This is an optimization exercise on Yosys and OpenROAD, whose aim is small area, a short achievable clock period and few clock cycles per item, not a production implementation. Where RTL was checked, it was by simulation tests only, not by an equivalence proof against the original.

==> job 2860: inputs <==
==> flow/design.v (excerpt) <==
module arctan #
	(
		parameter integer C_S00_AXIS_TDATA_WIDTH	= 32,
		parameter integer C_M00_AXIS_TDATA_WIDTH	= 32,
    parameter integer ITERATIONS = 16
	)
	(
		input wire  s00_axis_aclk, s00_axis_aresetn,
		input wire  s00_axis_tlast, s00_axis_tvalid,
		input wire [C_S00_AXIS_TDATA_WIDTH-1 : 0] s00_axis_tdata,
		input wire [(C_S00_AXIS_TDATA_WIDTH/8)-1: 0] s00_axis_tstrb,
		output logic  s00_axis_tready,
		input wire  m00_axis_aclk, m00_axis_aresetn,
		input wire  m00_axis_tready,
		output logic  m00_axis_tvalid, m00_axis_tlast,
		output logic [C_M00_AXIS_TDATA_WIDTH-1 : 0] m00_axis_tdata,
		output logic [(C_M00_AXIS_TDATA_WIDTH/8)-1: 0] m00_axis_tstrb
	);
clock: 5.0 ns
lec_check: 0
abc_area: 1
cap_margin: 20
core_margin: 2
core_utilization: 40
setup_slack_margin: 2.3
slew_margin: 20
run.sh (not shown) runs the stock make flow with config.mk's settings and CLKGATE_MAP_FILE= SYNTH_SCRIPT=/design/flow/synth_recipe.tcl, a recipe that flattens the netlist after the stock synthesis.
==> job 2539: changes against job 2860 <==
--- a/flow/design.v
+++ b/flow/design.v
@@ -465,15 +465,15 @@
   logic signed [15:0] c13_y13_op;
   assign c13_y13_op = (s12_x >>> 12);
   logic [16:0] c13_y13_s;
   assign c13_y13_s = {s12_y, 1'b1} + {c13_y13_op ^ {16{c13_d12}}, c13_d12};
   assign c13_y13 = c13_y13_s[16:1];
-  logic signed [18:0] c13_k, c13_kc;
-  logic [18:0] c13_kt;
-  assign c13_kc = s12_q[1] ? (s12_q[0] ? -19'sd160052 : 19'sd45834) : -19'sd57109;
-  assign c13_kt = (s12_b[4] ? (s12_b[3] ? (s12_b[2] ? (s12_b[1] ? (s12_b[0] ? 19'd110146 : 19'd58676) : (s12_b[0] ? 19'd79762 : 19'd28292)) : (s12_b[1] ? (s12_b[0] ? 19'd94092 : 19'd42622) : (s12_b[0] ? 19'd63708 : 19'd12238))) : (s12_b[2] ? (s12_b[1] ? (s12_b[0] ? 19'd101998 : 19'd50528) : (s12_b[0] ? 19'd71614 : 19'd20144)) : (s12_b[1] ? (s12_b[0] ? 19'd85944 : 19'd34474) : (s12_b[0] ? 19'd55560 : 19'd4090)))) : (s12_b[3] ? (s12_b[2] ? (s12_b[1] ? (s12_b[0] ? 19'd106056 : 19'd54586) : (s12_b[0] ? 19'd75672 : 19'd24202)) : (s12_b[1] ? (s12_b[0] ? 19'd90002 : 19'd38532) : (s12_b[0] ? 19'd59618 : 19'd8148))) : (s12_b[2] ? (s12_b[1] ? (s12_b[0] ? 19'd97908 : 19'd46438) : (s12_b[0] ? 19'd67524 : 19'd16054)) : (s12_b[1] ? (s12_b[0] ? 19'd81854 : 19'd30384) : (s12_b[0] ? 19'd51470 : 19'd0)))));
-  assign c13_k = c13_kc + c13_kt;
+  logic signed [18:0] c13_k, c13_k0, c13_k1, c13_k2;
+  assign c13_k0 = (s12_b[4] ? (s12_b[3] ? (s12_b[2] ? (s12_b[1] ? (s12_b[0] ? 19'sd53037 : 19'sd1567) : (s12_b[0] ? 19'sd22653 : -19'sd28817)) : (s12_b[1] ? (s12_b[0] ? 19'sd36983 : -19'sd14487) : (s12_b[0] ? 19'sd6599 : -19'sd44871))) : (s12_b[2] ? (s12_b[1] ? (s12_b[0] ? 19'sd44889 : -19'sd6581) : (s12_b[0] ? 19'sd14505 : -19'sd36965)) : (s12_b[1] ? (s12_b[0] ? 19'sd28835 : -19'sd22635) : (s12_b[0] ? -19'sd1549 : -19'sd53019)))) : (s12_b[3] ? (s12_b[2] ? (s12_b[1] ? (s12_b[0] ? 19'sd48947 : -19'sd2523) : (s12_b[0] ? 19'sd18563 : -19'sd32907)) : (s12_b[1] ? (s12_b[0] ? 19'sd32893 : -19'sd18577) : (s12_b[0] ? 19'sd2509 : -19'sd48961))) : (s12_b[2] ? (s12_b[1] ? (s12_b[0] ? 19'sd40799 : -19'sd10671) : (s12_b[0] ? 19'sd10415 : -19'sd41055)) : (s12_b[1] ? (s12_b[0] ? 19'sd24745 : -19'sd26725) : (s12_b[0] ? -19'sd5639 : -19'sd57109)))));
+  assign c13_k1 = (s12_b[4] ? (s12_b[3] ? (s12_b[2] ? (s12_b[1] ? (s12_b[0] ? 19'sd155980 : 19'sd104510) : (s12_b[0] ? 19'sd125596 : 19'sd74126)) : (s12_b[1] ? (s12_b[0] ? 19'sd139926 : 19'sd88456) : (s12_b[0] ? 19'sd109542 : 19'sd58072))) : (s12_b[2] ? (s12_b[1] ? (s12_b[0] ? 19'sd147832 : 19'sd96362) : (s12_b[0] ? 19'sd117448 : 19'sd65978)) : (s12_b[1] ? (s12_b[0] ? 19'sd131778 : 19'sd80308) : (s12_b[0] ? 19'sd101394 : 19'sd49924)))) : (s12_b[3] ? (s12_b[2] ? (s12_b[1] ? (s12_b[0] ? 19'sd151890 : 19'sd100420) : (s12_b[0] ? 19'sd121506 : 19'sd70036)) : (s12_b[1] ? (s12_b[0] ? 19'sd135836 : 19'sd84366) : (s12_b[0] ? 19'sd105452 : 19'sd53982))) : (s12_b[2] ? (s12_b[1] ? (s12_b[0] ? 19'sd143742 : 19'sd92272) : (s12_b[0] ? 19'sd113358 : 19'sd61888)) : (s12_b[1] ? (s12_b[0] ? 19'sd127688 : 19'sd76218) : (s12_b[0] ? 19'sd97304 : 19'sd45834)))));
+  assign c13_k2 = (s12_b[4] ? (s12_b[3] ? (s12_b[2] ? (s12_b[1] ? (s12_b[0] ? -19'sd49906 : -19'sd101376) : (s12_b[0] ? -19'sd80290 : -19'sd131760)) : (s12_b[1] ? (s12_b[0] ? -19'sd65960 : -19'sd117430) : (s12_b[0] ? -19'sd96344 : -19'sd147814))) : (s12_b[2] ? (s12_b[1] ? (s12_b[0] ? -19'sd58054 : -19'sd109524) : (s12_b[0] ? -19'sd88438 : -19'sd139908)) : (s12_b[1] ? (s12_b[0] ? -19'sd74108 : -19'sd125578) : (s12_b[0] ? -19'sd104492 : -19'sd155962)))) : (s12_b[3] ? (s12_b[2] ? (s12_b[1] ? (s12_b[0] ? -19'sd53996 : -19'sd105466) : (s12_b[0] ? -19'sd84380 : -19'sd135850)) : (s12_b[1] ? (s12_b[0] ? -19'sd70050 : -19'sd121520) : (s12_b[0] ? -19'sd100434 : -19'sd151904))) : (s12_b[2] ? (s12_b[1] ? (s12_b[0] ? -19'sd62144 : -19'sd113614) : (s12_b[0] ? -19'sd92528 : -19'sd143998)) : (s12_b[1] ? (s12_b[0] ? -19'sd78198 : -19'sd129668) : (s12_b[0] ? -19'sd108582 : -19'sd160052)))));
+  assign c13_k = s12_q[1] ? (s12_q[0] ? c13_k2 : c13_k1) : c13_k0;
   logic [3:0] c13_pc;   
   assign c13_pc = 4'(s12_b[5]) + 4'(s12_b[6]) + 4'(s12_b[7]) + 4'(s12_b[8]) + 4'(s12_b[9]) + 4'(s12_b[10]) + 4'(s12_b[11]) + 4'(s12_b[12]);
   wire c13_dn13 = ~c13_y13[15];   
   logic [13:0] c13_b;
   assign c13_b = {c13_dn13, s12_b};
==> job 4855: changes against job 2860 <==
--- a/flow/design.v
+++ b/flow/design.v
@@ -87,11 +87,10 @@
   logic [1:0] s12_q;
   logic [12:0] s12_b;
   logic s13_v;
   logic [4:0] s13_side;
   logic signed [15:0] s13_x, s13_y;
-  logic [3:0] s13_kpc;
   logic signed [18:0] s13_kk;
   logic [1:0] s13_q;
   logic [13:0] s13_b;
   logic s14_v;
   logic [4:0] s14_side;
@@ -470,12 +469,10 @@
   logic signed [18:0] c13_k, c13_kc;
   logic [18:0] c13_kt;
   assign c13_kc = s12_q[1] ? (s12_q[0] ? -19'sd160052 : 19'sd45834) : -19'sd57109;
   assign c13_kt = (s12_b[4] ? (s12_b[3] ? (s12_b[2] ? (s12_b[1] ? (s12_b[0] ? 19'd110146 : 19'd58676) : (s12_b[0] ? 19'd79762 : 19'd28292)) : (s12_b[1] ? (s12_b[0] ? 19'd94092 : 19'd42622) : (s12_b[0] ? 19'd63708 : 19'd12238))) : (s12_b[2] ? (s12_b[1] ? (s12_b[0] ? 19'd101998 : 19'd50528) : (s12_b[0] ? 19'd71614 : 19'd20144)) : (s12_b[1] ? (s12_b[0] ? 19'd85944 : 19'd34474) : (s12_b[0] ? 19'd55560 : 19'd4090)))) : (s12_b[3] ? (s12_b[2] ? (s12_b[1] ? (s12_b[0] ? 19'd106056 : 19'd54586) : (s12_b[0] ? 19'd75672 : 19'd24202)) : (s12_b[1] ? (s12_b[0] ? 19'd90002 : 19'd38532) : (s12_b[0] ? 19'd59618 : 19'd8148))) : (s12_b[2] ? (s12_b[1] ? (s12_b[0] ? 19'd97908 : 19'd46438) : (s12_b[0] ? 19'd67524 : 19'd16054)) : (s12_b[1] ? (s12_b[0] ? 19'd81854 : 19'd30384) : (s12_b[0] ? 19'd51470 : 19'd0)))));
   assign c13_k = c13_kc + c13_kt;
-  logic [3:0] c13_pc;   
-  assign c13_pc = 4'(s12_b[5]) + 4'(s12_b[6]) + 4'(s12_b[7]) + 4'(s12_b[8]) + 4'(s12_b[9]) + 4'(s12_b[10]) + 4'(s12_b[11]) + 4'(s12_b[12]);
   wire c13_dn13 = ~c13_y13[15];   
   logic [13:0] c13_b;
   assign c13_b = {c13_dn13, s12_b};
   always_ff @(posedge s00_axis_aclk) begin
     if (s00_axis_aresetn == 1'b0) s13_v <= 1'b0;
@@ -483,11 +480,10 @@
   end
   always_ff @(posedge s00_axis_aclk) begin
     if (adv) begin
       s13_x <= c13_x13;
       s13_y <= c13_y13;
-      s13_kpc <= c13_pc;
       s13_kk <= c13_k;
       s13_q <= s12_q;
       s13_b <= c13_b;
       s13_side <= s12_side;
     end
@@ -509,12 +505,12 @@
   assign c14_lo = {1'b0, c14_k[11:4]} + {1'b0, c14_bv[11:4]};
   logic [6:0] c14_h0, c14_h1;
   assign c14_h0 = c14_k[18:12];
   assign c14_h1 = c14_k[18:12] + 7'd1;
   assign c14_r = {c14_lo[8] ? c14_h1 : c14_h0, c14_lo[7:0], c14_k[3:0]};
-  logic [3:0] c14_pc;
-  assign c14_pc = s13_kpc;
+  logic [3:0] c14_pc;   
+  assign c14_pc = 4'(s13_b[5]) + 4'(s13_b[6]) + 4'(s13_b[7]) + 4'(s13_b[8]) + 4'(s13_b[9]) + 4'(s13_b[10]) + 4'(s13_b[11]) + 4'(s13_b[12]);
   logic signed [4:0] c14_t;
   assign c14_t = {3'b000, s13_b[13], s13_b[13]} - {1'b0, c14_pc};
   logic [14:0] c14_b;
   assign c14_b = {c14_d14, s13_b};
   always_ff @(posedge s00_axis_aclk) begin
Settings changed: SETUP_SLACK_MARGIN 2.3 to 2.0.
==> summary of the runs <==
- Job 2860 produced a clean layout. Job 4855 finished with timing, DRC and antenna clean. Job 2539 passed the timing, DRC and antenna checks.
- Worst hold slack: job 2860 < job 2539 < job 4855.
- In job 2860 the via count is larger than in job 4855, by about 2.6%.
- Fmax: job 2860 < job 2539 < job 4855.
Testbench counts of job 4855, summed over its fixed seeds: cycles 16,128, items 16,000.
The RTL of job 2860 and job 2539 was laid out without a check of its function.

==> separate check: timing with driven ports <==
In the flow no input, the clock included, has a driving cell. The finished layouts below were timed again as built, in two steps. Step 1 assumes that a clkbuf_16 drives the clock port and a buf_2 every other input. Step 2 adds t to the input delays and takes it off the output delays; t is the mean of the earliest and latest rising clock arrival at the registers after step 1. Input paths then give back, and output paths get back, about the clock's delay inside the block. a / b / c = ideal / step 1 / step 2; a / b = the first two.
run	t (ns)	setup WS [ns]	worst setup path after step 2	clock arrival spread, ns	cell pins on the clock port's net
job 2860	0.720	1.959 / 1.938 / 1.840	input to register	0.041 / 0.041	1
job 2539	0.719	1.993 / 1.993 / 1.828	input to register	0.075 / 0.075	1
job 4855	0.704	2.042 / 2.021 / 1.510	input to register	0.028 / 0.028	1
After both steps every run listed still meets setup and hold. For job 4855, which loses most, drivers alone change the setup slack by -0.021 ns; drivers and shift together by -0.532 ns.
